Source: an optimization exercise on an open RTL-to-GDS flow (aim: small area, a short achievable clock period and few clock cycles). Production flows keep margins and buffers that such runs may drop.
Where RTL was checked, it was by simulation tests only, not by an equivalence proof against the original.
Power figures rest on the tool's default switching activity, not on a simulated workload.

## main
Design fixed_point_alu, start of the top module:
module fixed_point_alu (
    clk,
    rst,
    start,
    done,
    op,
    a,
    b,
    result
);
Settings: LEC_CHECK=0, ABC_AREA=1, CAP_MARGIN=20, CORE_MARGIN=2, CORE_UTILIZATION=40, SETUP_SLACK_MARGIN=1.75, SLEW_MARGIN=20; clock period 7.0 ns.
run.sh (not shown) runs the stock make flow with config.mk's settings and CLKGATE_MAP_FILE= SYNTH_SCRIPT=/design/flow/synth_recipe.tcl, a recipe that flattens the netlist after the stock synthesis.
The flow did not stop early for main: all stages ran, and the layout cleared the timing, DRC and antenna checks.
Changes in the feature branch relative to main:
Settings: a change of SETUP_SLACK_MARGIN from 1.75 to 1.5.
Findings:
The feature branch and main all finish clean. On part of the total power dissipated in combinational logic: between the feature branch and main, it ends up lower for the feature branch. Largest voltage drop on the vdd net, the feature branch and main, lower one = the feature branch. Comparing design area for the feature branch and main, the smaller number came from the feature branch. Diff main -> the feature branch | power in the clock group | decrease of 6.3%. Going from main to the feature branch, wire length of the first global-routing pass decreased by about 1.9% relative to the old numbers, global-route usage decreased by 0.49 points relative to the old numbers, share of the clock period used by the worst path after layout decreased by 0.39 points relative to the old numbers. Diff main -> the feature branch: power has decreased; slew of the pin with the lowest slew margin now smaller. Relative to main, minimum period implied by the final worst setup slack decreased by 27 ps in the feature branch. Looking at proportion of cell area occupied by registers, the feature branch sits 0.67 points above main.
No run of this note included a check of the RTL's function; only the layout flow was run.


## before
Another version of the RTL of fixed_point_alu (not shown whole).
Size in the first run: roughly 2000 cells after synthesis, about 81 flip-flops, roughly 64 I/O pins, roughly 14000 µm² of cells after synthesis.
Settings: LEC_CHECK=0, ABC_AREA=1, CAP_MARGIN=20, CORE_MARGIN=2, CORE_UTILIZATION=40, SETUP_SLACK_MARGIN=3, SLEW_MARGIN=20; clock period 7.0 ns.
before: no failed stages, no open violations at the end
For after, these inputs were changed with respect to before:
# before
export LEC_CHECK = 0
export ABC_AREA = 1
export CAP_MARGIN = 20
export CORE_MARGIN = 2
export CORE_UTILIZATION = 40
export SETUP_SLACK_MARGIN = 3
export SLEW_MARGIN = 20
create_clock -name core_clock -period 7.0 [get_ports {clk}]
# after
export LEC_CHECK = 0
export ABC_AREA = 1
export CAP_MARGIN = 20
export CORE_MARGIN = 2
export CORE_UTILIZATION = 40
export SLEW_MARGIN = 20
create_clock -name core_clock -period 7.0 [get_ports {clk}]
--- outcome ---
after | stages: all done | timing, DRC, antenna: all pass
Compared with before, after shows a static leakage that is 0.75 nW lower.
Count of non-CTS buffers in the layout: after and before compared, lower one is after
Looking at detailed-route wire length on metal 1, after sits 200 µm above before.
after — count of clock-buffer cells in the layout 1 higher, before as reference
Between after and before, number of antenna violations at the first check in global routing is higher for after, before comes in under that.
Compared with before, after shows a lower met2 routing resource usage after global routing.
A termination of the worst setup path of result[14]$_SDFFE_PP0P_ is what after shows, while acc[7]$_DFFE_PP_ belongs to before.
Relative to before, the via count of the routed design measured on after has decreased by a few percent.
Delta (after minus before): total global-route track usage moved down, layout overhead on the synthesized area moved down, met3 wirelength from detailed routing moved down.
No run of this note included a check of the RTL's function; only the layout flow was run.


The RTL this note starts from:
==> flow/design.v <==
module fixed_point_add #(
    parameter N = 20
) (
    input  [N - 1:0] x,
    input  [N - 1:0] y,
    input            ci,
    output [N - 1:0] s,
    output [N - 1:0] c,
    output           co
);
wire [N - 1:0] p0 = x ^ y;
wire [N - 1:0] g0 = x & y;
reg [N - 1:0] g, p;
integer i, k;
always @(*) begin
    g    = g0;
    p    = p0;
    g[0] = g0[0] | (p0[0] & ci);
    for (k = 1; k < N; k = k * 2)
        for (i = 0; i < N; i = i + 1)
            if ((i / k) % 2 == 1) begin
                g[i] = g[i] | (p[i] & g[(i / k) * k - 1]);
                p[i] = p[i] & p[(i / k) * k - 1];
            end
end
assign c  = {g[N - 2:0], ci};
assign s  = p0 ^ c;
assign co = g[N - 1];
endmodule
module fixed_point_sub;
endmodule
module fixed_point_mul;
endmodule
module fixed_point_div;
endmodule
module fixed_point_pow;
endmodule
module fixed_point_alu (
    clk,
    rst,
    start,
    done,
    op,
    a,
    b,
    result
);
parameter INTEGER_PART_WIDTH    = 11;
parameter FRACTIONAL_PART_WIDTH = 8;
localparam W = 19;
input clk;
input rst;
input  start;
output done;
input [2:0] op;
input signed [W - 1:0] a;
input signed [W - 1:0] b;
output reg signed [W - 1:0] result;
localparam [W - 1:0] MAXV = 19'h3ffff;
localparam [W - 1:0] MINV = 19'h40000;
localparam M_MUL  = 2'd0;
localparam M_DIV0 = 2'd1;
localparam M_DIV  = 2'd2;
reg        busy;
reg [1:0]  mode;
reg [3:0]  icnt;       
reg [10:0] pcnt;       
reg        neg;        
reg        dsb;        
reg        short;      
reg        prev;       
reg [19:0] sh;         
reg [20:0] acc;        
assign done = !busy;
wire go = start && !busy;
wire       as_div = op[1] & op[0];
wire [W:0] as_sum;
wire [W:0] as_c;
wire       as_co;
fixed_point_add #(.N(W + 1)) as_add (
    .x  (as_div ? {(W + 1){1'b0}} : {a[W - 1], a}),
    .y  (as_div ? {1'b0, a ^ {W{a[W - 1]}}} : ({b[W - 1], b} ^ {(W + 1){op[0]}})),
    .ci (as_div ? a[W - 1] : op[0]),
    .s  (as_sum),
    .c  (as_c),
    .co (as_co)
);
wire [W - 1:0] as_res = (as_sum[W] != as_sum[W - 1]) ? (as_sum[W] ? MINV : MAXV) : as_sum[W - 1:0];
wire a_small = (a[18:11] == {8{a[18]}});
wire b_small = (b[18:11] == {8{b[18]}});
wire m_swap  = b_small && !a_small;
function [21:0] brow;
    input [2:0]  bits;
    input [18:0] m;
    reg one, two, ng;
    reg [20:0] mm, x;
    begin
        one  = bits[0] ^ bits[1];
        two  = (bits == 3'b011) | (bits == 3'b100);
        ng   = bits[2] & ~(bits[1] & bits[0]);
        mm   = {{2{m[18]}}, m};
        x    = ({21{one}} & mm) | ({21{two}} & {mm[19:0], 1'b0});
        brow = {x[20] ^ ng, x ^ {21{ng}}};
    end
endfunction
wire [2:0]  bd0 = {sh[1:0], prev};
wire [2:0]  bd1 = sh[3:1];
wire        n0  = bd0[2] & ~(bd0[1] & bd0[0]);
wire        n1  = bd1[2] & ~(bd1[1] & bd1[0]);
wire [21:0] pr0 = brow(bd0, result);
wire [21:0] pr1 = brow(bd1, result);
wire [24:0] x0 = {{4{acc[20]}}, acc};
wire [24:0] x1 = {{3{pr0[21]}}, pr0};
wire [24:0] x2 = {pr1[21], pr1, n1, n1};
wire [24:0] cs_s = x0 ^ x1 ^ x2;
wire [24:0] cs_c = {(x0[23:0] & x1[23:0]) | (x0[23:0] & x2[23:0]) | (x1[23:0] & x2[23:0]), n0};
wire [24:0] msum;
wire [24:0] m_c;
wire        m_co;
fixed_point_add #(.N(25)) m_add (
    .x  (cs_s),
    .y  (cs_c),
    .ci (n1),
    .s  (msum),
    .c  (m_c),
    .co (m_co)
);
wire [20:0] acc_n = msum[24:4];
wire [19:0] sh_n  = {msum[3:0], sh[19:4]};
wire [24:0] m_p  = cs_s ^ cs_c;
wire [24:0] m_z  = ~(m_p[24:0] ^ {cs_s[23:0] | cs_c[23:0], 1'b0});
wire [24:0] m_o  = ~(m_p[24:0] ^ ~{cs_s[23:0] & cs_c[23:0], 1'b1});
wire m_fit_l = ((&m_z[24:11]) & ~(m_p[10] ^ m_c[10])) | ((&m_o[24:11]) & (m_p[10] ^ m_c[10]));
wire m_fit_s = ((&m_z[24:19]) & ~(m_p[18] ^ m_c[18])) | ((&m_o[24:19]) & (m_p[18] ^ m_c[18]));
wire [W - 1:0] m_raw = short ? {acc_n[14:0], sh_n[19:16]} : {acc_n[6:0], sh_n[19:8]};
wire           m_fit = short ? m_fit_s : m_fit_l;
wire [W - 1:0] m_res = m_fit ? m_raw : (acc_n[20] ? MINV : MAXV);
function [20:0] rinit;
    input n;
    rinit = {13'd0, ~n, {7{n}}};
endfunction
wire [18:0] da = result;
wire [18:0] bl = ~sh[18:0];
reg  [18:0] bl_sm;     
integer k;
always @(*) begin
    bl_sm[18] = bl[18];
    for (k = 17; k >= 0; k = k - 1) bl_sm[k] = bl_sm[k + 1] | bl[k];
end
wire [18:0] b_sm = (dsb && (bl == bl_sm)) ? {bl_sm[17:0], 1'b1} : bl_sm;
function le;
    input integer c;
    le = ((c >= 0 ? (da >> c) : (da << -c)) & ~b_sm) == 0;
endfunction
wire d_ovf = ((bl == 0) && !dsb) || !le(10);   
wire d_z   = le(-9);                           
wire d_l7  = le(-2);                           
wire d_l13 = le(4);                            
wire [26:0] nd = {da, 8'd0};
wire [18:0] t0 = {acc[17:0], result[18]};
wire [18:0] s0, c0;
wire        q1;
fixed_point_add #(.N(19)) d_sub0 (.x(t0), .y(sh[18:0]), .ci(~dsb), .s(s0), .c(c0), .co(q1));
wire [17:0] r0 = q1 ? s0[17:0] : t0[17:0];
wire [18:0] t1 = {r0, result[17]};
wire [18:0] s1, c1;
wire        q0;
fixed_point_add #(.N(19)) d_sub1 (.x(t1), .y(sh[18:0]), .ci(~dsb), .s(s1), .c(c1), .co(q0));
wire [17:0] r1 = q0 ? s1[17:0] : t1[17:0];
wire [16:0] qh = result[16:0];
reg  [16:0] qh_or;     
always @(*) begin
    qh_or[0] = 1'b0;
    for (k = 1; k < 17; k = k + 1) qh_or[k] = qh_or[k - 1] | qh[k - 1];
end
wire [16:0] qh_neg = qh ^ (qh_or | {17{q1}});
wire        q_any  = qh_or[16] | qh[16] | q1;
wire [W - 1:0] d_res = result[17] ? (neg ? MINV : MAXV) :
                       neg ? {q_any, qh_neg, q1} : {1'b0, qh, q1};
always @(posedge clk) begin
    if (rst) begin
        busy   <= 1'b0;
        result <= 0;
    end else if (go) begin
        case (op)
            3'd0, 3'd1: result <= as_res;
            3'd2: begin
                result <= m_swap ? a : b;
                sh     <= m_swap ? {b[W - 1], b} : {a[W - 1], a};
                short  <= a_small | b_small;
                prev   <= 1'b0;
                acc    <= rinit(a[W - 1] ^ b[W - 1]);
                icnt   <= (a_small | b_small) ? 4'd2 : 4'd4;
                pcnt   <= 11'd0;
                mode   <= M_MUL;
                busy   <= 1'b1;
            end
            3'd3: begin
                result <= as_sum[W - 1:0];
                sh     <= {1'b0, b ^ {W{~b[W - 1]}}};
                dsb    <= b[W - 1];
                neg    <= a[W - 1] ^ b[W - 1];
                mode   <= M_DIV0;
                busy   <= 1'b1;
            end
            default: begin
                result <= (b[18:8] == 0) ? 19'h00100 : a;
                sh     <= {a[W - 1], a};
                short  <= a_small;
                prev   <= 1'b0;
                acc    <= rinit(1'b0);
                icnt   <= a_small ? 4'd2 : 4'd4;
                pcnt   <= b[18:8] - 11'd2;
                mode   <= M_MUL;
                busy   <= (b[18:9] != 0);
            end
        endcase
    end else if (busy) begin
        case (mode)
            M_MUL: begin
                if (icnt == 0) begin
                    result <= m_res;
                    if (pcnt == 0) begin
                        busy <= 1'b0;
                    end else begin
                        pcnt <= pcnt - 1;
                        sh   <= {a[W - 1], a};
                        prev <= 1'b0;
                        acc  <= rinit(a[W - 1] ^ m_res[W - 1]);
                        icnt <= short ? 4'd2 : 4'd4;
                    end
                end else begin
                    acc  <= acc_n;
                    sh   <= sh_n;
                    prev <= sh[3];
                    icnt <= icnt - 1;
                end
            end
            M_DIV0: begin
                mode <= M_DIV;
                if (d_ovf) begin
                    result <= neg ? MINV : MAXV;
                    busy   <= 1'b0;
                end else if (d_z) begin
                    result <= 0;
                    busy   <= 1'b0;
                end else if (d_l7) begin
                    acc    <= nd >> 7;
                    result <= {nd[6:0], 12'd0};
                    icnt   <= 4'd3;
                end else if (d_l13) begin
                    acc    <= nd >> 13;
                    result <= {nd[12:0], 6'd0};
                    icnt   <= 4'd6;
                end else begin
                    acc    <= nd >> 19;
                    result <= nd[18:0];
                    icnt   <= 4'd9;
                end
            end
            default: begin
                acc[17:0] <= r1;
                if (icnt == 0) begin
                    result <= d_res;
                    busy   <= 1'b0;
                end else begin
                    result <= {result[16:0], q1, q0};
                    icnt   <= icnt - 1;
                end
            end
        endcase
    end
end
endmodule
Settings: LEC_CHECK=0, ABC_AREA=1, CAP_MARGIN=20, CORE_MARGIN=2, CORE_UTILIZATION=50, SETUP_SLACK_MARGIN=1.5, SLEW_MARGIN=20; clock period 7.0 ns.
Testbench counts at the start, summed over its fixed seeds: cycles 48,035.
Next try:
- CORE_UTILIZATION: 50 -> 40
- SETUP_SLACK_MARGIN: 1.5 -> 1.25
Outcome:
- clock skew fell by 5.1 ps
- sequential power shrinks slightly
- hold slack got worse by 5.7 ps
- routed wire length hardly moves
- cell count goes up by a few percent
- utilization shrinks by 12 points
- worst setup slack is worse by 92 ps
Next try:
- CORE_UTILIZATION: 40 -> 55
- SETUP_SLACK_MARGIN: 1.25 -> 1.5
- TNS_END_PERCENT: not set -> 10
Effect: Cell area rises by 0.64%. Worst hold slack gets worse by 29 ps. Power rises by 2.2%. Routed wire length rises by 0.91%. Non-clock buffer count rises by 20. Area after synthesis is unchanged. Sequential cell count stays the same. Core utilization rises by 18 points.

## separate check: timing with driven ports
The results above use ideal ports. As a check the final layouts listed here were re-extracted and re-timed, cells and wires unchanged.
Step 1, drivers: a clkbuf_16 drives clk and a buf_2 each remaining input, both assumed.
Step 2 moves the port delays by t, midway between the first and last clock arrival at a register: inputs arrive t later, outputs are due t later. That takes back most of the time a late clock gives input paths.
a / b / c = ideal / step 1 / step 2; a / b = the first two.
| run | t (ns) | setup slack, ns | worst setup path at the end | latest minus earliest clock arrival (ns) | worst register clock-pin slew, ns |
|---|---|---|---|---|---|
| main | 0.415 | 1.299 / 1.311 / 0.896 | input to register | 0.008 / 0.008 | 0.07 / 0.07 |
| the feature branch | 0.417 | 1.326 / 1.343 / 0.926 | input to register | 0.014 / 0.014 | 0.08 / 0.08 |
| before | 0.413 | 1.222 / 1.222 / 1.222 | register to register | 0.011 / 0.011 | 0.08 / 0.08 |
| after | 0.418 | 0.514 / 0.514 / 0.131 | input to register | 0.012 / 0.013 | 0.08 / 0.08 |
| the first run of note 3 | 0.411 | 1.626 / 1.626 / 1.378 | input to register | 0.017 / 0.017 | 0.08 / 0.08 |
| the second run of note 3 | 0.411 | 1.533 / 1.533 / 1.287 | input to register | 0.012 / 0.011 | 0.08 / 0.08 |
| the third run of note 3 | 0.404 | 1.564 / 1.564 / 1.359 | input to register | 0.014 / 0.014 | 0.08 / 0.08 |
After both steps setup and hold are still met in every run listed. The setup slack of main, which loses most, moves by +0.012 ns with the drivers and by -0.403 ns with both steps.
